Background: an optimization exercise with open tools, aiming at small area, a short achievable clock period and few clock cycles per item. Do not read the settings as production practice.
RTL that was checked went through simulation tests only; none was proved equivalent to the original.
For run 2, only the layout was checked, not whether the RTL still works.

==> flow/design.v, too long to show whole: its modules and the start of the top module <==
// module systolic_array: 2351 lines
module systolic_array #(
    parameter DATAWIDTH = 16,
    parameter N_SIZE = 4
) (
    input clk, rst_n,
    input valid_in,
    input [N_SIZE*DATAWIDTH-1:0] matrix_a_in,  
    input [N_SIZE*DATAWIDTH-1:0] matrix_b_in,  
    output reg valid_out,
    output [N_SIZE*DATAWIDTH*2-1:0] matrix_out  
);
  // ...
==> flow/run.sh <==
#!/bin/bash
# synth_recipe.tcl (not shown) runs the flow's synth.tcl, then flattens the netlist and writes it again
# the make line also repeats each setting of config.mk as NAME=value (left out here)
make -C /OpenROAD-flow-scripts/flow DESIGN_CONFIG=/design/flow/config.mk WORK_HOME=/design/flow/orfs CLKGATE_MAP_FILE= SYNTH_SCRIPT=/design/flow/synth_recipe.tcl finish
==> flow/config.mk <==
export PLATFORM = sky130hd
export DESIGN_NAME = systolic_array
export DESIGN_NICKNAME = systolic_array
export VERILOG_FILES = /design/flow/design.v
export SDC_FILE = /design/flow/constraint.sdc
export NUM_CORES = 8
export LEC_CHECK = 0
export CAP_MARGIN = 20
export CORE_MARGIN = 2
export CORE_UTILIZATION = 65
export CTS_CLUSTER_DIAMETER = 60
export CTS_CLUSTER_SIZE = 30
export SETUP_SLACK_MARGIN = 5
export SLEW_MARGIN = 20
==> flow/constraint.sdc <==
create_clock -name core_clock -period 10.0 [get_ports {clk}]
set_input_delay 2.0000 -clock core_clock [delete_from_list [all_inputs] [get_ports {clk}]]
set_output_delay 2.0000 -clock core_clock [all_outputs]
set_load 0.01 [all_outputs]
==> flow_summary.toml, run 1 <==
[sta]
skew_ns = 0.0416
min_period_over_period = 0.430
setup_viol = 0

[finish]
nClkBuffers = 78
drive_above_1_share = 0.0795
final_util = 0.728

[logic_synthesis]
synth.area.mux_share = 0.0365
synth-simple-area-share = 0.0447
synthAdderAreaFrac = 0.265
synthFlopType = "dfxtp_1"
synth_top_family_by_area = "adder cells"
syn_area_per_cell_um2 = 11.3

[clock_network]
h-tree-depth = 3
clkTransAtPathRegs_ns = 0.10

[die]
ios = 260
die_x_um = 286

[placement]
globalplace.congestion = 0.876
pre_cts_slack_ns = 5.76
hpwl_um = 81600

[grt]
grt_util_met2 = 0.501
grtUsageTotal = 0.310

[status]
status = "finished clean"

[setup_path]
cp-startpoint = "bneg[5]"
rrSetupSlack_ns = 5.70
crit_path_frequent_cell = "fa_1"
worst-path-max-fanout = 45

[hold_path]
holdCritStartpoint = "rb1[51]"
hold_depth = 0

[detailed_routing]
wl_um = 124000
Testbench counts, summed over its fixed seeds: cycles 14,592, matrices 768.
==> inputs of run 2 (changes only) <==
--- a/flow/design.v
+++ b/flow/design.v
@@ -84,4 +84,26 @@
         btop <= ax[15];
     end
+    reg [7:0] bnegn, bonen, btwon;
+    reg btopn;
+    always @(posedge clk) begin
+        bnegn <= ~{ax[15], ax[13], ax[11], ax[9], ax[7], ax[5], ax[3], ax[1]};
+        bonen[0] <= ~(ax[0] ^ 1'b0);
+        btwon[0] <= ~((ax[1] & ~ax[0] & ~1'b0) | (~ax[1] & ax[0] & 1'b0));
+        bonen[1] <= ~(ax[2] ^ ax[1]);
+        btwon[1] <= ~((ax[3] & ~ax[2] & ~ax[1]) | (~ax[3] & ax[2] & ax[1]));
+        bonen[2] <= ~(ax[4] ^ ax[3]);
+        btwon[2] <= ~((ax[5] & ~ax[4] & ~ax[3]) | (~ax[5] & ax[4] & ax[3]));
+        bonen[3] <= ~(ax[6] ^ ax[5]);
+        btwon[3] <= ~((ax[7] & ~ax[6] & ~ax[5]) | (~ax[7] & ax[6] & ax[5]));
+        bonen[4] <= ~(ax[8] ^ ax[7]);
+        btwon[4] <= ~((ax[9] & ~ax[8] & ~ax[7]) | (~ax[9] & ax[8] & ax[7]));
+        bonen[5] <= ~(ax[10] ^ ax[9]);
+        btwon[5] <= ~((ax[11] & ~ax[10] & ~ax[9]) | (~ax[11] & ax[10] & ax[9]));
+        bonen[6] <= ~(ax[12] ^ ax[11]);
+        btwon[6] <= ~((ax[13] & ~ax[12] & ~ax[11]) | (~ax[13] & ax[12] & ax[11]));
+        bonen[7] <= ~(ax[14] ^ ax[13]);
+        btwon[7] <= ~((ax[15] & ~ax[14] & ~ax[13]) | (~ax[15] & ax[14] & ax[13]));
+        btopn <= ~ax[15];
+    end
     wire [15:0] b0 = rb0[0 +: 16];
     wire [16:0] b0x = {1'b0, b0};
@@ -1219,13 +1241,13 @@
     wire [16:0] b2x = {1'b0, b2};
     wire [16:0] b2y = {b2, 1'b0};
-    wire [16:0] pp2_0 = ((bone[0] ? b2x : 17'd0) | (btwo[0] ? b2y : 17'd0)) ^ {17{bneg[0]}};
-    wire [16:0] pp2_1 = ((bone[1] ? b2x : 17'd0) | (btwo[1] ? b2y : 17'd0)) ^ {17{bneg[1]}};
-    wire [16:0] pp2_2 = ((bone[2] ? b2x : 17'd0) | (btwo[2] ? b2y : 17'd0)) ^ {17{bneg[2]}};
-    wire [16:0] pp2_3 = ((bone[3] ? b2x : 17'd0) | (btwo[3] ? b2y : 17'd0)) ^ {17{bneg[3]}};
-    wire [16:0] pp2_4 = ((bone[4] ? b2x : 17'd0) | (btwo[4] ? b2y : 17'd0)) ^ {17{bneg[4]}};
-    wire [16:0] pp2_5 = ((bone[5] ? b2x : 17'd0) | (btwo[5] ? b2y : 17'd0)) ^ {17{bneg[5]}};
-    wire [16:0] pp2_6 = ((bone[6] ? b2x : 17'd0) | (btwo[6] ? b2y : 17'd0)) ^ {17{bneg[6]}};
-    wire [16:0] pp2_7 = ((bone[7] ? b2x : 17'd0) | (btwo[7] ? b2y : 17'd0)) ^ {17{bneg[7]}};
-    wire [15:0] pp2_8 = btop ? b2 : 16'd0;
+    wire [16:0] pp2_0 = ((~bonen[0] ? b2x : 17'd0) | (~btwon[0] ? b2y : 17'd0)) ^ {17{~bnegn[0]}};
+    wire [16:0] pp2_1 = ((~bonen[1] ? b2x : 17'd0) | (~btwon[1] ? b2y : 17'd0)) ^ {17{~bnegn[1]}};
+    wire [16:0] pp2_2 = ((~bonen[2] ? b2x : 17'd0) | (~btwon[2] ? b2y : 17'd0)) ^ {17{~bnegn[2]}};
+    wire [16:0] pp2_3 = ((~bonen[3] ? b2x : 17'd0) | (~btwon[3] ? b2y : 17'd0)) ^ {17{~bnegn[3]}};
+    wire [16:0] pp2_4 = ((~bonen[4] ? b2x : 17'd0) | (~btwon[4] ? b2y : 17'd0)) ^ {17{~bnegn[4]}};
+    wire [16:0] pp2_5 = ((~bonen[5] ? b2x : 17'd0) | (~btwon[5] ? b2y : 17'd0)) ^ {17{~bnegn[5]}};
+    wire [16:0] pp2_6 = ((~bonen[6] ? b2x : 17'd0) | (~btwon[6] ? b2y : 17'd0)) ^ {17{~bnegn[6]}};
+    wire [16:0] pp2_7 = ((~bonen[7] ? b2x : 17'd0) | (~btwon[7] ? b2y : 17'd0)) ^ {17{~bnegn[7]}};
+    wire [15:0] pp2_8 = ~btopn ? b2 : 16'd0;
     wire m2_s0;
     wire m2_c1;
@@ -1522,18 +1544,18 @@
     assign m2_s28 = pp2_6[4] ^ pp2_7[2] ^ pp2_8[0];
     assign m2_c29 = (pp2_6[4] & pp2_7[2]) | (pp2_6[4] & pp2_8[0]) | (pp2_7[2] & pp2_8[0]);
-    assign m2_s30 = bneg[0] ^ pp2_1[15] ^ pp2_2[13];
-    assign m2_c31 = (bneg[0] & pp2_1[15]) | (bneg[0] & pp2_2[13]) | (pp2_1[15] & pp2_2[13]);
+    assign m2_s30 = ~bnegn[0] ^ pp2_1[15] ^ pp2_2[13];
+    assign m2_c31 = (~bnegn[0] & pp2_1[15]) | (~bnegn[0] & pp2_2[13]) | (pp2_1[15] & pp2_2[13]);
     assign m2_s32 = pp2_3[11] ^ pp2_4[9] ^ pp2_5[7];
     assign m2_c33 = (pp2_3[11] & pp2_4[9]) | (pp2_3[11] & pp2_5[7]) | (pp2_4[9] & pp2_5[7]);
     assign m2_s34 = pp2_6[5] ^ pp2_7[3] ^ pp2_8[1];
     assign m2_c35 = (pp2_6[5] & pp2_7[3]) | (pp2_6[5] & pp2_8[1]) | (pp2_7[3] & pp2_8[1]);
-    assign m2_s36 = bneg[0] ^ pp2_1[16] ^ pp2_2[14];
-    assign m2_c37 = (bneg[0] & pp2_1[16]) | (bneg[0] & pp2_2[14]) | (pp2_1[16] & pp2_2[14]);
+    assign m2_s36 = ~bnegn[0] ^ pp2_1[16] ^ pp2_2[14];
+    assign m2_c37 = (~bnegn[0] & pp2_1[16]) | (~bnegn[0] & pp2_2[14]) | (pp2_1[16] & pp2_2[14]);
     assign m2_s38 = pp2_3[12] ^ pp2_4[10] ^ pp2_5[8];
     assign m2_c39 = (pp2_3[12] & pp2_4[10]) | (pp2_3[12] & pp2_5[8]) | (pp2_4[10] & pp2_5[8]);
     assign m2_s40 = pp2_6[6] ^ pp2_7[4] ^ pp2_8[2];
     assign m2_c41 = (pp2_6[6] & pp2_7[4]) | (pp2_6[6] & pp2_8[2]) | (pp2_7[4] & pp2_8[2]);
-    assign m2_s42 = ~bneg[0] ^ ~bneg[1] ^ pp2_2[15];
-    assign m2_c43 = (~bneg[0] & ~bneg[1]) | (~bneg[0] & pp2_2[15]) | (~bneg[1] & pp2_2[15]);
+    assign m2_s42 = bnegn[0] ^ bnegn[1] ^ pp2_2[15];
+    assign m2_c43 = (bnegn[0] & bnegn[1]) | (bnegn[0] & pp2_2[15]) | (bnegn[1] & pp2_2[15]);
     assign m2_s44 = pp2_3[13] ^ pp2_4[11] ^ pp2_5[9];
     assign m2_c45 = (pp2_3[13] & pp2_4[11]) | (pp2_3[13] & pp2_5[9]) | (pp2_4[11] & pp2_5[9]);
@@ -1546,6 +1568,6 @@
     assign m2_s52 = pp2_7[6] ^ pp2_8[4];
     assign m2_c53 = pp2_7[6] & pp2_8[4];
-    assign m2_s54 = ~bneg[2] ^ pp2_3[15] ^ pp2_4[13];
-    assign m2_c55 = (~bneg[2] & pp2_3[15]) | (~bneg[2] & pp2_4[13]) | (pp2_3[15] & pp2_4[13]);
+    assign m2_s54 = bnegn[2] ^ pp2_3[15] ^ pp2_4[13];
+    assign m2_c55 = (bnegn[2] & pp2_3[15]) | (bnegn[2] & pp2_4[13]) | (pp2_3[15] & pp2_4[13]);
     assign m2_s56 = pp2_5[11] ^ pp2_6[9] ^ pp2_7[7];
     assign m2_c57 = (pp2_5[11] & pp2_6[9]) | (pp2_5[11] & pp2_7[7]) | (pp2_6[9] & pp2_7[7]);
@@ -1554,6 +1576,6 @@
     assign m2_s60 = pp2_5[12] ^ pp2_6[10];
     assign m2_c61 = pp2_5[12] & pp2_6[10];
-    assign m2_s62 = ~bneg[3] ^ pp2_4[15] ^ pp2_5[13];
-    assign m2_c63 = (~bneg[3] & pp2_4[15]) | (~bneg[3] & pp2_5[13]) | (pp2_4[15] & pp2_5[13]);
+    assign m2_s62 = bnegn[3] ^ pp2_4[15] ^ pp2_5[13];
+    assign m2_c63 = (bnegn[3] & pp2_4[15]) | (bnegn[3] & pp2_5[13]) | (pp2_4[15] & pp2_5[13]);
     assign m2_s64 = 1'b1 ^ pp2_4[16];
     assign m2_c65 = 1'b1 & pp2_4[16];
@@ -1572,12 +1594,12 @@
     assign m2_s78 = pp2_2[6] ^ pp2_3[4] ^ pp2_4[2];
     assign m2_c79 = (pp2_2[6] & pp2_3[4]) | (pp2_2[6] & pp2_4[2]) | (pp2_3[4] & pp2_4[2]);
-    assign m2_s80 = pp2_5[0] ^ bneg[5] ^ m2_s0;
-    assign m2_c81 = (pp2_5[0] & bneg[5]) | (pp2_5[0] & m2_s0) | (bneg[5] & m2_s0);
+    assign m2_s80 = pp2_5[0] ^ ~bnegn[5] ^ m2_s0;
+    assign m2_c81 = (pp2_5[0] & ~bnegn[5]) | (pp2_5[0] & m2_s0) | (~bnegn[5] & m2_s0);
     assign m2_s82 = pp2_2[7] ^ pp2_3[5] ^ pp2_4[3];
     assign m2_c83 = (pp2_2[7] & pp2_3[5]) | (pp2_2[7] & pp2_4[3]) | (pp2_3[5] & pp2_4[3]);
     assign m2_s84 = pp2_5[1] ^ m2_c1 ^ m2_s2;
     assign m2_c85 = (pp2_5[1] & m2_c1) | (pp2_5[1] & m2_s2) | (m2_c1 & m2_s2);
-    assign m2_s86 = pp2_5[2] ^ pp2_6[0] ^ bneg[6];
-    assign m2_c87 = (pp2_5[2] & pp2_6[0]) | (pp2_5[2] & bneg[6]) | (pp2_6[0] & bneg[6]);
+    assign m2_s86 = pp2_5[2] ^ pp2_6[0] ^ ~bnegn[6];
+    assign m2_c87 = (pp2_5[2] & pp2_6[0]) | (pp2_5[2] & ~bnegn[6]) | (pp2_6[0] & ~bnegn[6]);
     assign m2_s88 = m2_c3 ^ m2_s4 ^ m2_s6;
     assign m2_c89 = (m2_c3 & m2_s4) | (m2_c3 & m2_s6) | (m2_s4 & m2_s6);
@@ -1586,6 +1608,6 @@
     assign m2_s92 = m2_c7 ^ m2_s8 ^ m2_s10;
     assign m2_c93 = (m2_c7 & m2_s8) | (m2_c7 & m2_s10) | (m2_s8 & m2_s10);
-    assign m2_s94 = bneg[7] ^ m2_c9 ^ m2_c11;
-    assign m2_c95 = (bneg[7] & m2_c9) | (bneg[7] & m2_c11) | (m2_c9 & m2_c11);
+    assign m2_s94 = ~bnegn[7] ^ m2_c9 ^ m2_c11;
+    assign m2_c95 = (~bnegn[7] & m2_c9) | (~bnegn[7] & m2_c11) | (m2_c9 & m2_c11);
     assign m2_s96 = m2_s12 ^ m2_s14 ^ m2_s16;
     assign m2_c97 = (m2_s12 & m2_s14) | (m2_s12 & m2_s16) | (m2_s14 & m2_s16);
@@ -1630,6 +1652,6 @@
     assign m2_s136 = pp2_8[8] ^ m2_c63 ^ m2_s64;
     assign m2_c137 = (pp2_8[8] & m2_c63) | (pp2_8[8] & m2_s64) | (m2_c63 & m2_s64);
-    assign m2_s138 = ~bneg[4] ^ pp2_5[15] ^ pp2_6[13];
-    assign m2_c139 = (~bneg[4] & pp2_5[15]) | (~bneg[4] & pp2_6[13]) | (pp2_5[15] & pp2_6[13]);
+    assign m2_s138 = bnegn[4] ^ pp2_5[15] ^ pp2_6[13];
+    assign m2_c139 = (bnegn[4] & pp2_5[15]) | (bnegn[4] & pp2_6[13]) | (pp2_5[15] & pp2_6[13]);
     assign m2_s140 = pp2_7[11] ^ pp2_8[9] ^ m2_c65;
     assign m2_c141 = (pp2_7[11] & pp2_8[9]) | (pp2_7[11] & m2_c65) | (pp2_8[9] & m2_c65);
@@ -1638,6 +1660,6 @@
     assign m2_s144 = pp2_7[12] ^ pp2_8[10];
     assign m2_c145 = pp2_7[12] & pp2_8[10];
-    assign m2_s146 = ~bneg[5] ^ pp2_6[15] ^ pp2_7[13];
-    assign m2_c147 = (~bneg[5] & pp2_6[15]) | (~bneg[5] & pp2_7[13]) | (pp2_6[15] & pp2_7[13]);
+    assign m2_s146 = bnegn[5] ^ pp2_6[15] ^ pp2_7[13];
+    assign m2_c147 = (bnegn[5] & pp2_6[15]) | (bnegn[5] & pp2_7[13]) | (pp2_6[15] & pp2_7[13]);
     assign m2_s148 = 1'b1 ^ pp2_6[16];
     assign m2_c149 = 1'b1 & pp2_6[16];
@@ -1646,10 +1668,10 @@
     assign m2_s152 = pp2_0[5] ^ pp2_1[3];
     assign m2_c153 = pp2_0[5] & pp2_1[3];
-    assign m2_s154 = pp2_2[2] ^ pp2_3[0] ^ bneg[3];
-    assign m2_c155 = (pp2_2[2] & pp2_3[0]) | (pp2_2[2] & bneg[3]) | (pp2_3[0] & bneg[3]);
+    assign m2_s154 = pp2_2[2] ^ pp2_3[0] ^ ~bnegn[3];
+    assign m2_c155 = (pp2_2[2] & pp2_3[0]) | (pp2_2[2] & ~bnegn[3]) | (pp2_3[0] & ~bnegn[3]);
     assign m2_s156 = pp2_2[3] ^ pp2_3[1] ^ m2_c67;
     assign m2_c157 = (pp2_2[3] & pp2_3[1]) | (pp2_2[3] & m2_c67) | (pp2_3[1] & m2_c67);
-    assign m2_s158 = bneg[4] ^ m2_c69 ^ m2_s70;
-    assign m2_c159 = (bneg[4] & m2_c69) | (bneg[4] & m2_s70) | (m2_c69 & m2_s70);
+    assign m2_s158 = ~bnegn[4] ^ m2_c69 ^ m2_s70;
+    assign m2_c159 = (~bnegn[4] & m2_c69) | (~bnegn[4] & m2_s70) | (m2_c69 & m2_s70);
     assign m2_s160 = m2_c71 ^ m2_c73 ^ m2_s74;
     assign m2_c161 = (m2_c71 & m2_c73) | (m2_c71 & m2_s74) | (m2_c73 & m2_s74);
@@ -1692,6 +1714,6 @@
     assign m2_s198 = pp2_7[14] ^ pp2_8[12] ^ m2_c147;
     assign m2_c199 = (pp2_7[14] & pp2_8[12]) | (pp2_7[14] & m2_c147) | (pp2_8[12] & m2_c147);
-    assign m2_s200 = ~bneg[6] ^ pp2_7[15] ^ pp2_8[13];
-    assign m2_c201 = (~bneg[6] & pp2_7[15]) | (~bneg[6] & pp2_8[13]) | (pp2_7[15] & pp2_8[13]);
+    assign m2_s200 = bnegn[6] ^ pp2_7[15] ^ pp2_8[13];
+    assign m2_c201 = (bnegn[6] & pp2_7[15]) | (bnegn[6] & pp2_8[13]) | (pp2_7[15] & pp2_8[13]);
     assign m2_s202 = 1'b1 ^ pp2_7[16];
     assign m2_c203 = 1'b1 & pp2_7[16];
@@ -1700,6 +1722,6 @@
     assign m2_s206 = pp2_0[3] ^ pp2_1[1];
     assign m2_c207 = pp2_0[3] & pp2_1[1];
-    assign m2_s208 = pp2_2[0] ^ bneg[2] ^ m2_s150;
-    assign m2_c209 = (pp2_2[0] & bneg[2]) | (pp2_2[0] & m2_s150) | (bneg[2] & m2_s150);
+    assign m2_s208 = pp2_2[0] ^ ~bnegn[2] ^ m2_s150;
+    assign m2_c209 = (pp2_2[0] & ~bnegn[2]) | (pp2_2[0] & m2_s150) | (~bnegn[2] & m2_s150);
     assign m2_s210 = pp2_2[1] ^ m2_c151 ^ m2_s152;
     assign m2_c211 = (pp2_2[1] & m2_c151) | (pp2_2[1] & m2_s152) | (m2_c151 & m2_s152);
@@ -1754,8 +1776,8 @@
     assign m2_s260 = pp2_8[14] ^ m2_c201 ^ m2_s202;
     assign m2_c261 = (pp2_8[14] & m2_c201) | (pp2_8[14] & m2_s202) | (m2_c201 & m2_s202);
-    assign m2_s262 = ~bneg[7] ^ pp2_8[15] ^ m2_c203;
-    assign m2_c263 = (~bneg[7] & pp2_8[15]) | (~bneg[7] & m2_c203) | (pp2_8[15] & m2_c203);
-    wire [31:0] t2s = {m2_c261, m2_c259, m2_c257, m2_c255, m2_c253, m2_c251, m2_c249, m2_c247, m2_c245, m2_c243, m2_c241, m2_c239, m2_c237, m2_c235, m2_c233, m2_c231, m2_c229, m2_c227, m2_c225, m2_c223, m2_c221, m2_c219, m2_c217, m2_c215, m2_c213, m2_c211, m2_c209, m2_c207, m2_c205, bneg[1], pp2_0[1], pp2_0[0]};
-    wire [31:0] t2c = {m2_s262, m2_s260, m2_s258, m2_s256, m2_s254, m2_s252, m2_s250, m2_s248, m2_s246, m2_s244, m2_s242, m2_s240, m2_s238, m2_s236, m2_s234, m2_s232, m2_s230, m2_s228, m2_s226, m2_s224, m2_s222, m2_s220, m2_s218, m2_s216, m2_s214, m2_s212, m2_s210, m2_s208, m2_s206, m2_s204, 1'b0, bneg[0]};
+    assign m2_s262 = bnegn[7] ^ pp2_8[15] ^ m2_c203;
+    assign m2_c263 = (bnegn[7] & pp2_8[15]) | (bnegn[7] & m2_c203) | (pp2_8[15] & m2_c203);
+    wire [31:0] t2s = {m2_c261, m2_c259, m2_c257, m2_c255, m2_c253, m2_c251, m2_c249, m2_c247, m2_c245, m2_c243, m2_c241, m2_c239, m2_c237, m2_c235, m2_c233, m2_c231, m2_c229, m2_c227, m2_c225, m2_c223, m2_c221, m2_c219, m2_c217, m2_c215, m2_c213, m2_c211, m2_c209, m2_c207, m2_c205, ~bnegn[1], pp2_0[1], pp2_0[0]};
+    wire [31:0] t2c = {m2_s262, m2_s260, m2_s258, m2_s256, m2_s254, m2_s252, m2_s250, m2_s248, m2_s246, m2_s244, m2_s242, m2_s240, m2_s238, m2_s236, m2_s234, m2_s232, m2_s230, m2_s228, m2_s226, m2_s224, m2_s222, m2_s220, m2_s218, m2_s216, m2_s214, m2_s212, m2_s210, m2_s208, m2_s206, m2_s204, 1'b0, ~bnegn[0]};
     reg [31:0] ps2, pc2, acc2;
     reg [31:0] out2;
@@ -1785,13 +1807,13 @@
     wire [16:0] b3x = {1'b0, b3};
     wire [16:0] b3y = {b3, 1'b0};
-    wire [16:0] pp3_0 = ((bone[0] ? b3x : 17'd0) | (btwo[0] ? b3y : 17'd0)) ^ {17{bneg[0]}};
-    wire [16:0] pp3_1 = ((bone[1] ? b3x : 17'd0) | (btwo[1] ? b3y : 17'd0)) ^ {17{bneg[1]}};
-    wire [16:0] pp3_2 = ((bone[2] ? b3x : 17'd0) | (btwo[2] ? b3y : 17'd0)) ^ {17{bneg[2]}};
-    wire [16:0] pp3_3 = ((bone[3] ? b3x : 17'd0) | (btwo[3] ? b3y : 17'd0)) ^ {17{bneg[3]}};
-    wire [16:0] pp3_4 = ((bone[4] ? b3x : 17'd0) | (btwo[4] ? b3y : 17'd0)) ^ {17{bneg[4]}};
-    wire [16:0] pp3_5 = ((bone[5] ? b3x : 17'd0) | (btwo[5] ? b3y : 17'd0)) ^ {17{bneg[5]}};
-    wire [16:0] pp3_6 = ((bone[6] ? b3x : 17'd0) | (btwo[6] ? b3y : 17'd0)) ^ {17{bneg[6]}};
-    wire [16:0] pp3_7 = ((bone[7] ? b3x : 17'd0) | (btwo[7] ? b3y : 17'd0)) ^ {17{bneg[7]}};
-    wire [15:0] pp3_8 = btop ? b3 : 16'd0;
+    wire [16:0] pp3_0 = ((~bonen[0] ? b3x : 17'd0) | (~btwon[0] ? b3y : 17'd0)) ^ {17{~bnegn[0]}};
+    wire [16:0] pp3_1 = ((~bonen[1] ? b3x : 17'd0) | (~btwon[1] ? b3y : 17'd0)) ^ {17{~bnegn[1]}};
+    wire [16:0] pp3_2 = ((~bonen[2] ? b3x : 17'd0) | (~btwon[2] ? b3y : 17'd0)) ^ {17{~bnegn[2]}};
+    wire [16:0] pp3_3 = ((~bonen[3] ? b3x : 17'd0) | (~btwon[3] ? b3y : 17'd0)) ^ {17{~bnegn[3]}};
+    wire [16:0] pp3_4 = ((~bonen[4] ? b3x : 17'd0) | (~btwon[4] ? b3y : 17'd0)) ^ {17{~bnegn[4]}};
+    wire [16:0] pp3_5 = ((~bonen[5] ? b3x : 17'd0) | (~btwon[5] ? b3y : 17'd0)) ^ {17{~bnegn[5]}};
+    wire [16:0] pp3_6 = ((~bonen[6] ? b3x : 17'd0) | (~btwon[6] ? b3y : 17'd0)) ^ {17{~bnegn[6]}};
+    wire [16:0] pp3_7 = ((~bonen[7] ? b3x : 17'd0) | (~btwon[7] ? b3y : 17'd0)) ^ {17{~bnegn[7]}};
+    wire [15:0] pp3_8 = ~btopn ? b3 : 16'd0;
     wire m3_s0;
     wire m3_c1;
@@ -2088,18 +2110,18 @@
     assign m3_s28 = pp3_6[4] ^ pp3_7[2] ^ pp3_8[0];
     assign m3_c29 = (pp3_6[4] & pp3_7[2]) | (pp3_6[4] & pp3_8[0]) | (pp3_7[2] & pp3_8[0]);
-    assign m3_s30 = bneg[0] ^ pp3_1[15] ^ pp3_2[13];
-    assign m3_c31 = (bneg[0] & pp3_1[15]) | (bneg[0] & pp3_2[13]) | (pp3_1[15] & pp3_2[13]);
+    assign m3_s30 = ~bnegn[0] ^ pp3_1[15] ^ pp3_2[13];
+    assign m3_c31 = (~bnegn[0] & pp3_1[15]) | (~bnegn[0] & pp3_2[13]) | (pp3_1[15] & pp3_2[13]);
     assign m3_s32 = pp3_3[11] ^ pp3_4[9] ^ pp3_5[7];
     assign m3_c33 = (pp3_3[11] & pp3_4[9]) | (pp3_3[11] & pp3_5[7]) | (pp3_4[9] & pp3_5[7]);
     assign m3_s34 = pp3_6[5] ^ pp3_7[3] ^ pp3_8[1];
     assign m3_c35 = (pp3_6[5] & pp3_7[3]) | (pp3_6[5] & pp3_8[1]) | (pp3_7[3] & pp3_8[1]);
-    assign m3_s36 = bneg[0] ^ pp3_1[16] ^ pp3_2[14];
-    assign m3_c37 = (bneg[0] & pp3_1[16]) | (bneg[0] & pp3_2[14]) | (pp3_1[16] & pp3_2[14]);
+    assign m3_s36 = ~bnegn[0] ^ pp3_1[16] ^ pp3_2[14];
+    assign m3_c37 = (~bnegn[0] & pp3_1[16]) | (~bnegn[0] & pp3_2[14]) | (pp3_1[16] & pp3_2[14]);
     assign m3_s38 = pp3_3[12] ^ pp3_4[10] ^ pp3_5[8];
     assign m3_c39 = (pp3_3[12] & pp3_4[10]) | (pp3_3[12] & pp3_5[8]) | (pp3_4[10] & pp3_5[8]);
     assign m3_s40 = pp3_6[6] ^ pp3_7[4] ^ pp3_8[2];
     assign m3_c41 = (pp3_6[6] & pp3_7[4]) | (pp3_6[6] & pp3_8[2]) | (pp3_7[4] & pp3_8[2]);
-    assign m3_s42 = ~bneg[0] ^ ~bneg[1] ^ pp3_2[15];
-    assign m3_c43 = (~bneg[0] & ~bneg[1]) | (~bneg[0] & pp3_2[15]) | (~bneg[1] & pp3_2[15]);
+    assign m3_s42 = bnegn[0] ^ bnegn[1] ^ pp3_2[15];
+    assign m3_c43 = (bnegn[0] & bnegn[1]) | (bnegn[0] & pp3_2[15]) | (bnegn[1] & pp3_2[15]);
     assign m3_s44 = pp3_3[13] ^ pp3_4[11] ^ pp3_5[9];
     assign m3_c45 = (pp3_3[13] & pp3_4[11]) | (pp3_3[13] & pp3_5[9]) | (pp3_4[11] & pp3_5[9]);
@@ -2112,6 +2134,6 @@
     assign m3_s52 = pp3_7[6] ^ pp3_8[4];
     assign m3_c53 = pp3_7[6] & pp3_8[4];
-    assign m3_s54 = ~bneg[2] ^ pp3_3[15] ^ pp3_4[13];
-    assign m3_c55 = (~bneg[2] & pp3_3[15]) | (~bneg[2] & pp3_4[13]) | (pp3_3[15] & pp3_4[13]);
+    assign m3_s54 = bnegn[2] ^ pp3_3[15] ^ pp3_4[13];
+    assign m3_c55 = (bnegn[2] & pp3_3[15]) | (bnegn[2] & pp3_4[13]) | (pp3_3[15] & pp3_4[13]);
     assign m3_s56 = pp3_5[11] ^ pp3_6[9] ^ pp3_7[7];
     assign m3_c57 = (pp3_5[11] & pp3_6[9]) | (pp3_5[11] & pp3_7[7]) | (pp3_6[9] & pp3_7[7]);
@@ -2120,6 +2142,6 @@
     assign m3_s60 = pp3_5[12] ^ pp3_6[10];
     assign m3_c61 = pp3_5[12] & pp3_6[10];
-    assign m3_s62 = ~bneg[3] ^ pp3_4[15] ^ pp3_5[13];
-    assign m3_c63 = (~bneg[3] & pp3_4[15]) | (~bneg[3] & pp3_5[13]) | (pp3_4[15] & pp3_5[13]);
+    assign m3_s62 = bnegn[3] ^ pp3_4[15] ^ pp3_5[13];
+    assign m3_c63 = (bnegn[3] & pp3_4[15]) | (bnegn[3] & pp3_5[13]) | (pp3_4[15] & pp3_5[13]);
     assign m3_s64 = 1'b1 ^ pp3_4[16];
     assign m3_c65 = 1'b1 & pp3_4[16];
@@ -2138,12 +2160,12 @@
     assign m3_s78 = pp3_2[6] ^ pp3_3[4] ^ pp3_4[2];
     assign m3_c79 = (pp3_2[6] & pp3_3[4]) | (pp3_2[6] & pp3_4[2]) | (pp3_3[4] & pp3_4[2]);
-    assign m3_s80 = pp3_5[0] ^ bneg[5] ^ m3_s0;
-    assign m3_c81 = (pp3_5[0] & bneg[5]) | (pp3_5[0] & m3_s0) | (bneg[5] & m3_s0);
+    assign m3_s80 = pp3_5[0] ^ ~bnegn[5] ^ m3_s0;
+    assign m3_c81 = (pp3_5[0] & ~bnegn[5]) | (pp3_5[0] & m3_s0) | (~bnegn[5] & m3_s0);
     assign m3_s82 = pp3_2[7] ^ pp3_3[5] ^ pp3_4[3];
     assign m3_c83 = (pp3_2[7] & pp3_3[5]) | (pp3_2[7] & pp3_4[3]) | (pp3_3[5] & pp3_4[3]);
     assign m3_s84 = pp3_5[1] ^ m3_c1 ^ m3_s2;
     assign m3_c85 = (pp3_5[1] & m3_c1) | (pp3_5[1] & m3_s2) | (m3_c1 & m3_s2);
-    assign m3_s86 = pp3_5[2] ^ pp3_6[0] ^ bneg[6];
-    assign m3_c87 = (pp3_5[2] & pp3_6[0]) | (pp3_5[2] & bneg[6]) | (pp3_6[0] & bneg[6]);
+    assign m3_s86 = pp3_5[2] ^ pp3_6[0] ^ ~bnegn[6];
+    assign m3_c87 = (pp3_5[2] & pp3_6[0]) | (pp3_5[2] & ~bnegn[6]) | (pp3_6[0] & ~bnegn[6]);
     assign m3_s88 = m3_c3 ^ m3_s4 ^ m3_s6;
     assign m3_c89 = (m3_c3 & m3_s4) | (m3_c3 & m3_s6) | (m3_s4 & m3_s6);
@@ -2152,6 +2174,6 @@
     assign m3_s92 = m3_c7 ^ m3_s8 ^ m3_s10;
     assign m3_c93 = (m3_c7 & m3_s8) | (m3_c7 & m3_s10) | (m3_s8 & m3_s10);
-    assign m3_s94 = bneg[7] ^ m3_c9 ^ m3_c11;
-    assign m3_c95 = (bneg[7] & m3_c9) | (bneg[7] & m3_c11) | (m3_c9 & m3_c11);
+    assign m3_s94 = ~bnegn[7] ^ m3_c9 ^ m3_c11;
+    assign m3_c95 = (~bnegn[7] & m3_c9) | (~bnegn[7] & m3_c11) | (m3_c9 & m3_c11);
     assign m3_s96 = m3_s12 ^ m3_s14 ^ m3_s16;
     assign m3_c97 = (m3_s12 & m3_s14) | (m3_s12 & m3_s16) | (m3_s14 & m3_s16);
@@ -2196,6 +2218,6 @@
     assign m3_s136 = pp3_8[8] ^ m3_c63 ^ m3_s64;
     assign m3_c137 = (pp3_8[8] & m3_c63) | (pp3_8[8] & m3_s64) | (m3_c63 & m3_s64);
-    assign m3_s138 = ~bneg[4] ^ pp3_5[15] ^ pp3_6[13];
-    assign m3_c139 = (~bneg[4] & pp3_5[15]) | (~bneg[4] & pp3_6[13]) | (pp3_5[15] & pp3_6[13]);
+    assign m3_s138 = bnegn[4] ^ pp3_5[15] ^ pp3_6[13];
+    assign m3_c139 = (bnegn[4] & pp3_5[15]) | (bnegn[4] & pp3_6[13]) | (pp3_5[15] & pp3_6[13]);
     assign m3_s140 = pp3_7[11] ^ pp3_8[9] ^ m3_c65;
     assign m3_c141 = (pp3_7[11] & pp3_8[9]) | (pp3_7[11] & m3_c65) | (pp3_8[9] & m3_c65);
@@ -2204,6 +2226,6 @@
     assign m3_s144 = pp3_7[12] ^ pp3_8[10];
     assign m3_c145 = pp3_7[12] & pp3_8[10];
-    assign m3_s146 = ~bneg[5] ^ pp3_6[15] ^ pp3_7[13];
-    assign m3_c147 = (~bneg[5] & pp3_6[15]) | (~bneg[5] & pp3_7[13]) | (pp3_6[15] & pp3_7[13]);
+    assign m3_s146 = bnegn[5] ^ pp3_6[15] ^ pp3_7[13];
+    assign m3_c147 = (bnegn[5] & pp3_6[15]) | (bnegn[5] & pp3_7[13]) | (pp3_6[15] & pp3_7[13]);
     assign m3_s148 = 1'b1 ^ pp3_6[16];
     assign m3_c149 = 1'b1 & pp3_6[16];
@@ -2212,10 +2234,10 @@
     assign m3_s152 = pp3_0[5] ^ pp3_1[3];
     assign m3_c153 = pp3_0[5] & pp3_1[3];
-    assign m3_s154 = pp3_2[2] ^ pp3_3[0] ^ bneg[3];
-    assign m3_c155 = (pp3_2[2] & pp3_3[0]) | (pp3_2[2] & bneg[3]) | (pp3_3[0] & bneg[3]);
+    assign m3_s154 = pp3_2[2] ^ pp3_3[0] ^ ~bnegn[3];
+    assign m3_c155 = (pp3_2[2] & pp3_3[0]) | (pp3_2[2] & ~bnegn[3]) | (pp3_3[0] & ~bnegn[3]);
     assign m3_s156 = pp3_2[3] ^ pp3_3[1] ^ m3_c67;
     assign m3_c157 = (pp3_2[3] & pp3_3[1]) | (pp3_2[3] & m3_c67) | (pp3_3[1] & m3_c67);
-    assign m3_s158 = bneg[4] ^ m3_c69 ^ m3_s70;
-    assign m3_c159 = (bneg[4] & m3_c69) | (bneg[4] & m3_s70) | (m3_c69 & m3_s70);
+    assign m3_s158 = ~bnegn[4] ^ m3_c69 ^ m3_s70;
+    assign m3_c159 = (~bnegn[4] & m3_c69) | (~bnegn[4] & m3_s70) | (m3_c69 & m3_s70);
     assign m3_s160 = m3_c71 ^ m3_c73 ^ m3_s74;
     assign m3_c161 = (m3_c71 & m3_c73) | (m3_c71 & m3_s74) | (m3_c73 & m3_s74);
@@ -2258,6 +2280,6 @@
     assign m3_s198 = pp3_7[14] ^ pp3_8[12] ^ m3_c147;
     assign m3_c199 = (pp3_7[14] & pp3_8[12]) | (pp3_7[14] & m3_c147) | (pp3_8[12] & m3_c147);
-    assign m3_s200 = ~bneg[6] ^ pp3_7[15] ^ pp3_8[13];
-    assign m3_c201 = (~bneg[6] & pp3_7[15]) | (~bneg[6] & pp3_8[13]) | (pp3_7[15] & pp3_8[13]);
+    assign m3_s200 = bnegn[6] ^ pp3_7[15] ^ pp3_8[13];
+    assign m3_c201 = (bnegn[6] & pp3_7[15]) | (bnegn[6] & pp3_8[13]) | (pp3_7[15] & pp3_8[13]);
     assign m3_s202 = 1'b1 ^ pp3_7[16];
     assign m3_c203 = 1'b1 & pp3_7[16];
@@ -2266,6 +2288,6 @@
     assign m3_s206 = pp3_0[3] ^ pp3_1[1];
     assign m3_c207 = pp3_0[3] & pp3_1[1];
-    assign m3_s208 = pp3_2[0] ^ bneg[2] ^ m3_s150;
-    assign m3_c209 = (pp3_2[0] & bneg[2]) | (pp3_2[0] & m3_s150) | (bneg[2] & m3_s150);
+    assign m3_s208 = pp3_2[0] ^ ~bnegn[2] ^ m3_s150;
+    assign m3_c209 = (pp3_2[0] & ~bnegn[2]) | (pp3_2[0] & m3_s150) | (~bnegn[2] & m3_s150);
     assign m3_s210 = pp3_2[1] ^ m3_c151 ^ m3_s152;
     assign m3_c211 = (pp3_2[1] & m3_c151) | (pp3_2[1] & m3_s152) | (m3_c151 & m3_s152);
@@ -2320,8 +2342,8 @@
     assign m3_s260 = pp3_8[14] ^ m3_c201 ^ m3_s202;
     assign m3_c261 = (pp3_8[14] & m3_c201) | (pp3_8[14] & m3_s202) | (m3_c201 & m3_s202);
-    assign m3_s262 = ~bneg[7] ^ pp3_8[15] ^ m3_c203;
-    assign m3_c263 = (~bneg[7] & pp3_8[15]) | (~bneg[7] & m3_c203) | (pp3_8[15] & m3_c203);
-    wire [31:0] t3s = {m3_c261, m3_c259, m3_c257, m3_c255, m3_c253, m3_c251, m3_c249, m3_c247, m3_c245, m3_c243, m3_c241, m3_c239, m3_c237, m3_c235, m3_c233, m3_c231, m3_c229, m3_c227, m3_c225, m3_c223, m3_c221, m3_c219, m3_c217, m3_c215, m3_c213, m3_c211, m3_c209, m3_c207, m3_c205, bneg[1], pp3_0[1], pp3_0[0]};
-    wire [31:0] t3c = {m3_s262, m3_s260, m3_s258, m3_s256, m3_s254, m3_s252, m3_s250, m3_s248, m3_s246, m3_s244, m3_s242, m3_s240, m3_s238, m3_s236, m3_s234, m3_s232, m3_s230, m3_s228, m3_s226, m3_s224, m3_s222, m3_s220, m3_s218, m3_s216, m3_s214, m3_s212, m3_s210, m3_s208, m3_s206, m3_s204, 1'b0, bneg[0]};
+    assign m3_s262 = bnegn[7] ^ pp3_8[15] ^ m3_c203;
+    assign m3_c263 = (bnegn[7] & pp3_8[15]) | (bnegn[7] & m3_c203) | (pp3_8[15] & m3_c203);
+    wire [31:0] t3s = {m3_c261, m3_c259, m3_c257, m3_c255, m3_c253, m3_c251, m3_c249, m3_c247, m3_c245, m3_c243, m3_c241, m3_c239, m3_c237, m3_c235, m3_c233, m3_c231, m3_c229, m3_c227, m3_c225, m3_c223, m3_c221, m3_c219, m3_c217, m3_c215, m3_c213, m3_c211, m3_c209, m3_c207, m3_c205, ~bnegn[1], pp3_0[1], pp3_0[0]};
+    wire [31:0] t3c = {m3_s262, m3_s260, m3_s258, m3_s256, m3_s254, m3_s252, m3_s250, m3_s248, m3_s246, m3_s244, m3_s242, m3_s240, m3_s238, m3_s236, m3_s234, m3_s232, m3_s230, m3_s228, m3_s226, m3_s224, m3_s222, m3_s220, m3_s218, m3_s216, m3_s214, m3_s212, m3_s210, m3_s208, m3_s206, m3_s204, 1'b0, ~bnegn[0]};
     reg [31:0] ps3, pc3, acc3;
     reg [31:0] out3;
==> flow/flow/run.sh (new file) <==
#!/bin/bash
# Layout flow: the standard ORFS flow (standard.sh) with three changes:
#  - after the standard synthesis, flow/fixpol.py removes most of the inverters that
#    Yosys' full-adder extraction leaves between full adders (each full adder may be used
#    in its inverted form, since FA(~a,~b,~c) = ~FA(a,b,c)); registers are not touched;
#  - the repair steps aim for a larger setup slack margin, so that the paths end well
#    below the 10 ns clock period; the SDC and the period are the standard flow's own;
#  - port buffers are buf_2, and the clock tree uses larger sink clusters.
set -euo pipefail
R=orfs/results/sky130hd/systolic_array/base
ARGS="SETUP_SLACK_MARGIN=6.6 CORE_UTILIZATION=65 CTS_CLUSTER_SIZE=30 CTS_CLUSTER_DIAMETER=60"
bash standard.sh synth > standard_synth.log 2>&1
cp $R/1_2_yosys.v $R/1_2_yosys.standard.v
python3 flow/fixpol.py $R/1_2_yosys.standard.v $R/1_2_yosys.v > fixpol.log 2>&1
bash standard.sh $ARGS BUFFER_PORTS_ARGS='-buffer_cell sky130_fd_sc_hd__buf_2' finish > standard_flow.log 2>&1
==> flow/flow/fixpol.py (new file) <==
#!/usr/bin/env python3
"""Remove inverters around full adders in a sky130hd gate netlist.

A full adder is self-dual: FA(~a, ~b, ~c) = (~sum, ~carry).  Yosys' extract_fa leaves many
inverters between full adders; this script picks, for each full adder, whether to use it
as is or in its inverted form (all inputs and both outputs inverted) so that as few
inverters as possible are needed, and rewrites the netlist.  Only inverters and full
adders change (and xor2/xnor2 cells may swap with each other); registers are untouched.

usage: fixpol.py in.v out.v
"""
import random
import re
import sys
from collections import defaultdict

OUTPINS = {'X', 'Y', 'Q', 'Q_N', 'SUM', 'COUT', 'HI', 'LO'}
P = 'sky130_fd_sc_hd__'
# cells that can be replaced by their complement: new type, output pin renames
SWAP = {
    'xnor2_1': ('xor2_1', {'Y': 'X'}), 'xor2_1': ('xnor2_1', {'X': 'Y'}),
    'nand2_1': ('and2_1', {'Y': 'X'}), 'and2_1': ('nand2_1', {'X': 'Y'}),
    'nor2_1': ('or2_1', {'Y': 'X'}), 'or2_1': ('nor2_1', {'X': 'Y'}),
}


def parse(txt):
    cells = []
    for m in re.finditer(r'^(\s*)(sky130_fd_sc_hd__\w+)\s+(\S+)\s*\((.*?)\);\n', txt, re.S | re.M):
        typ, name, body = m.group(2), m.group(3), m.group(4)
        pins = [(p, n.strip()) for p, n in re.findall(r'\.(\w+)\(([^()]*)\)', body)]
        cells.append({'typ': typ, 'name': name, 'pins': pins, 'span': m.span()})
    return cells


def esc(n):
    return n + ' ' if n.startswith('\\') else n


def norm(n):
    # escaped identifiers keep their trailing space in the text; compare stripped
    return n.strip()


def main():
    src, dst = sys.argv[1], sys.argv[2]
    txt = open(src).read()
    cells = parse(txt)
    drv = {}
    loads = defaultdict(list)
    for ci, c in enumerate(cells):
        for p, n in c['pins']:
            if p in OUTPINS:
                drv[n] = (ci, p)
            else:
                loads[n].append((ci, p))
    ports = set()
    for m in re.finditer(r'^\s*(?:input|output)\s+(?:\[[^\]]*\]\s*)?(\S+);', txt, re.M):
        ports.add(m.group(1))

    assigned = set()
    for m in re.finditer(r'^\s*assign\s+(.*?);', txt, re.M | re.S):
        for t in re.findall(r'(\\\S+|[A-Za-z_][\w$]*(?:\s*\[\d+\])?)', m.group(1)):
            assigned.add(t.strip())
            assigned.add(t.strip().split('[')[0].strip())

    def frozen_net(n):
        return n in assigned or n.split('[')[0].strip() in assigned

    def is_fa(ci):
        return cells[ci]['typ'] in (P + 'fa_1', P + 'fa_2', P + 'fa_4')

    def is_inv(ci):
        return cells[ci]['typ'] in (P + 'inv_1', P + 'inv_2')

    def port_net(n):
        base = n.lstrip('\\').split('[')[0].strip()
        return base in ports

    # inverters we may remove: input not driven by an inverter, output not a port and
    # not driving an inverter
    removable = set()
    for ci, c in enumerate(cells):
        if not is_inv(ci):
            continue
        pins = dict(c['pins'])
        a, y = pins['A'], pins['Y']
        if a in drv and is_inv(drv[a][0]):
            continue
        if port_net(y) or port_net(a) or not loads[y] or frozen_net(y) or frozen_net(a):
            continue
        if any(is_inv(l[0]) for l in loads[y]):
            continue
        removable.add(ci)

    # sources: nets that feed removable inverters or full adders
    # each load pin: (cell, pin) wants value V(src) ^ w
    want = defaultdict(list)      # src net -> list of [cell, pin, w]
    for ci, c in enumerate(cells):
        if ci in removable:
            continue
        for p, n in c['pins']:
            if p in OUTPINS:
                continue
            if n in drv and drv[n][0] in removable:
                a = dict(cells[drv[n][0]]['pins'])['A']
                want[a].append([ci, p, 1])
            elif n in drv and is_fa(drv[n][0]):
                want[n].append([ci, p, 0])
            elif is_fa(ci):
                want[n].append([ci, p, 0])
    fas = [ci for ci in range(len(cells)) if is_fa(ci)
           and not any(p in OUTPINS and (port_net(n) or frozen_net(n)) for p, n in cells[ci]['pins'])]
    flip = {ci: 0 for ci in fas}

    def phi(n):
        d = drv.get(n)
        if d and d[0] in flip:
            return flip[d[0]]
        return 0

    def swappable(n):
        d = drv.get(n)
        if not d:
            return False
        t = cells[d[0]]['typ']
        if len(loads[n]) != len(want[n]) or port_net(n) or frozen_net(n):
            return False
        return t[len(P):] in SWAP

    def net_cost(n):
        ph = phi(n)
        need = [(w ^ flip.get(ci, 0) ^ ph) for ci, p, w in want[n]]
        if not any(need):
            return 0
        if all(need) and swappable(n):
            return 0
        return 1

    touch = defaultdict(set)
    for n, lst in want.items():
        d = drv.get(n)
        if d and d[0] in flip:
            touch[d[0]].add(n)
        for ci, p, w in lst:
            if ci in flip:
                touch[ci].add(n)

    base = sum(net_cost(n) for n in want)
    cur = base
    rng = random.Random(1)
    best = dict(flip)
    bestc = cur
    for rnd in range(60):
        improved = True
        while improved:
            improved = False
            order = list(fas)
            rng.shuffle(order)
            for v in order:
                nets = touch[v]
                before = sum(net_cost(n) for n in nets)
                flip[v] ^= 1
                after = sum(net_cost(n) for n in nets)
                if after < before:
                    cur += after - before
                    improved = True
                else:
                    flip[v] ^= 1
        if cur < bestc:
            bestc = cur
            best = dict(flip)
        # perturb
        flip = dict(best)
        cur = bestc
        for v in rng.sample(fas, max(1, len(fas) // 20)):
            nets = touch[v]
            before = sum(net_cost(n) for n in nets)
            flip[v] ^= 1
            cur += sum(net_cost(n) for n in nets) - before
    flip = best
    sys.stderr.write("fixpol: inverters on adder nets %d -> %d (%d full adders flipped)\n"
                     % (base, bestc, sum(flip.values())))

    # rewrite
    newpins = {ci: list(c['pins']) for ci, c in enumerate(cells)}
    newtyp = {ci: c['typ'] for ci, c in enumerate(cells)}
    added = []
    k = 0
    for n, lst in want.items():
        ph = phi(n)
        need = [(w ^ flip.get(ci, 0) ^ ph) for ci, p, w in lst]
        target = {}
        if any(need) and all(need) and swappable(n):
            d = drv[n][0]
            t = newtyp[d]
            nt, ren = SWAP[t[len(P):]]
            newtyp[d] = P + nt
            newpins[d] = [(ren.get(pp, pp), nn_) for pp, nn_ in newpins[d]]
            for (ci, p, w) in lst:
                target[(ci, p)] = n
        elif any(need):
            nn = 'fixpol_n%d' % k
            added.append((k, n, nn))
            k += 1
            for (ci, p, w), q in zip(lst, need):
                target[(ci, p)] = nn if q else n
        else:
            for (ci, p, w) in lst:
                target[(ci, p)] = n
        for (ci, p), t in target.items():
            newpins[ci] = [(pp, t if pp == p else nn_) for pp, nn_ in newpins[ci]]
    # flipped full adders keep their pins (inputs were rewired above); their outputs now
    # carry the inverted values, which the loads above account for
    out = []
    pos = 0
    for ci, c in enumerate(cells):
        s, e = c['span']
        out.append(txt[pos:s])
        pos = e
        if ci in removable:
            continue
        indent = re.match(r'\s*', txt[s:e]).group(0)
        body = ",\n".join("%s  .%s(%s)" % (indent.strip('\n'), p, esc(n)) for p, n in newpins[ci])
        out.append("%s%s %s (\n%s\n%s);\n" % (indent, newtyp[ci], c['name'], body, indent.strip('\n')))
    rest = txt[pos:]
    decl = "".join("  wire %s;\n" % nn for _, _, nn in added)
    insts = "".join("  %sinv_1 fixpol_inv%d (\n    .A(%s),\n    .Y(%s)\n  );\n" % (P, i, esc(n), nn)
                    for i, n, nn in added)
    rest = rest.replace("endmodule", insts + "endmodule", 1)
    res = "".join(out) + rest
    # declare the new wires after the module's port list
    m = re.search(r'\);\n', res)
    res = res[:m.end()] + decl + res[m.end():]
    open(dst, 'w').write(res)


if __name__ == '__main__':
    main()
==> flow/standard.sh (new file) <==
#!/bin/bash
# synth_recipe.tcl (not shown) runs the flow's synth.tcl, then flattens the netlist and writes it again
# the make line also repeats each setting of config.mk as NAME=value (left out here)
make -C /OpenROAD-flow-scripts/flow DESIGN_CONFIG=/design/flow/config.mk WORK_HOME=/design/flow/orfs CLKGATE_MAP_FILE= SYNTH_SCRIPT=/design/flow/synth_recipe.tcl "${@:-finish}"
--- a/flow/config.mk
+++ b/flow/config.mk
@@ -8,7 +8,4 @@
 export CAP_MARGIN = 20
 export CORE_MARGIN = 2
-export CORE_UTILIZATION = 65
-export CTS_CLUSTER_DIAMETER = 60
-export CTS_CLUSTER_SIZE = 30
-export SETUP_SLACK_MARGIN = 5
+export CORE_UTILIZATION = 40
 export SLEW_MARGIN = 20
removed: flow/run.sh
==> flow_summary.toml, run 2 <==
[logic_synthesis]
synth_nets = 5056
syn_inst = 4165
syn_area_per_cell_um2 = 12.1
synth.cell_area_mm2 = 0.0503
yosys_warnings = 1

[clock_network]
cts_made_buffers = 66
clock_latency_ns = 0.67
cts_tree = "yes"
cts_max_path_buffers = 3
cts-root-buf = "clkbuf_16"
cts_sinks = 1008
clkTransAtPathRegs_ns = 0.11
ctsHoldBuffers = 0
h-tree-depth = 3

[setup_path]
rrSetupSlack_ns = 6.60
critical_path_arrival_ns = 3.98
cp.required_ns = 10.57
worst-path-max-fanout = 3
start_kind = "flop"
critPathKind = "reg2reg"
worst_setup_path_end_kind = "flop"

[sta]
setup_viol = 0
maxSlewHeadroom = 0.266
finalSetupTns_ns = 0
skew_ns = 0.0589
whs_ns = 0.321
hold_violations = 0
slew_viol_final = 0
min_period_over_period = 0.340
period_minus_slack_ns = 3.40
rsz0062_at_grt = "true"
fmax_ghz = 0.294
tightest_slew_ns = 1.10

[grt]
grt_most_used_layer = "met1"
grt_util_met2 = 0.425
grtUsageMet1 = 0.449
gr-total-overflow = 0
grtUsageTotal = 0.297
grt.met3_usage = 0.0742
antenna_found_initial = 10
grt_max_degree = 82
grt_first_pass_wirelength_um = 182000
grt_pass1_vias = 32300

[placement]
io_buffers = 259
hpwl_um = 78300
globalplace.congestion = 0.872

[detailed_routing]
wl_um = 116000
drc = 0
first_pass_iters = 8
vias_per_cell = 5.80
drt_iter0_drc = 2816
route.vias.total = 31400
post_drt_wl_per_cell_um = 21.3
ant_nets = 0

[finish]
mostFrequentLayoutCell = "dfxtp_1"
area_growth_pct = 11.2
final_nets = 5225
drive_above_1_share = 0.179
layout_common_cells = "954 x dfxtp_1, 550 x fa_1, 500 x xnor2_1"

[die]
die_area_mm2 = 0.0795
dieHeight_um = 282
rows = 101
ios = 260
core_area_mm2 = 0.0762
die_x_um = 282
initial_core_util = 0.659

[status]
status = "finished clean"

[hold_path]
holdCritPathClass = "reg2reg"

[flow_run]
cap_violations = 0
==> run 2: routing by layer <==
| layer | up-vias | share of wire |
|---|---|---|
| met1 | 15600 | 0.46 |
| met4 | 14 | 0.022 |
| met2 | 1403 | 0.42 |
| li1 | 14200 | - |
| met5 | - | 0.00065 |
| met3 | 208 | 0.097 |
==> run 2: what timing repair did <==
action | in CTS | in global routing
cloned | 0 | 2
resized for setup | 77 | 68
endpoints found under the setup margin | 153 | 116
hold endpoints to repair | 0 | 0
pin swaps | 10 | 24
setup buffers | 32 | 42
==> run 2: worst max-delay path, stage by stage, from the launching register on <==
cell and delay, ns:
dfxtp_1 0.33, fa_1 0.49, ha_1 0.34, o211ai_1 0.12, o211ai_1 0.37, a211oi_4 0.15
buf_4 0.17, o21ai_4 0.22, a41oi_2 0.20, a31oi_4 0.28, a31oi_2 0.15, o21bai_2 0.18
mux2_1 0.33
==> run 2: stage by stage <==
stage / std cells / setup slack (ns) / cell area (um^2) / utilization
3_5_place_dp: 5220 / 5.69 / 52200 / 0.685
2_1_floorplan: 4165 / 6.58 / 50300 / -
6_report: 5416 / 6.60 / 55900 / 0.733
4_1_cts: 5369 / 6.59 / 55200 / 0.724
5_1_grt: 5413 / 6.45 / 55900 / 0.733
3_3_place_gp: 5220 / 5.79 / 52200 / 0.685
==> run 2: cell type report <==
type,count,area [um^2]
Multi-Input combinational cell,2682,28500
Fill cell,5392,20300
Sequential cell,1008,20300
Timing Repair Buffer,392,2510
Clock buffer,72,1710
Tap cell,1030,1290
Inverter,182,818
Clock inverter,45,758
Timing Repair inverter,2,10.0
Antenna cell,3,7.51
==> run 2: final timing paths <==
path                               from        end  cells after the start
worst max-delay path             ps3[3]   acc3[31]                     12
worst min-delay path            rb2[52]    rb3[52]                      0
worst max register to register   ps3[3]   acc3[31]                     12
worst min register to register  rb2[52]    rb3[52]                      0
max in group asynchronous         rst_n         ld                      1
min in group asynchronous         rst_n  valid_out                      1

[port drivers added, routing unchanged]
No port has a modelled driver above. Below, the same layouts with a new extraction and two added sets of constraints. Step 1, drivers: a clkbuf_16 drives clk and a buf_2 each remaining input, both assumed. Step 2 times the ports against the registers' clock, not the clock port: input delays grow and output delays shrink by t, the midpoint of the rising clock arrivals with the driver on. a / b / c = ideal / step 1 / step 2; a / b = the first two.
| run | t, ns | setup WS [ns] | hold slack, ns |
|---|---|---|---|
| run 1 | 0.725 | 5.699 / 5.699 / 5.699 | 0.314 / 0.314 / 0.314 |
| run 2 | 0.717 | 6.597 / 6.597 / 6.581 | 0.321 / 0.321 / 0.321 |
After both steps every run listed still meets setup and hold. For run 2, which loses most, drivers alone change the setup slack by 0.000 ns; drivers and shift together by -0.016 ns.
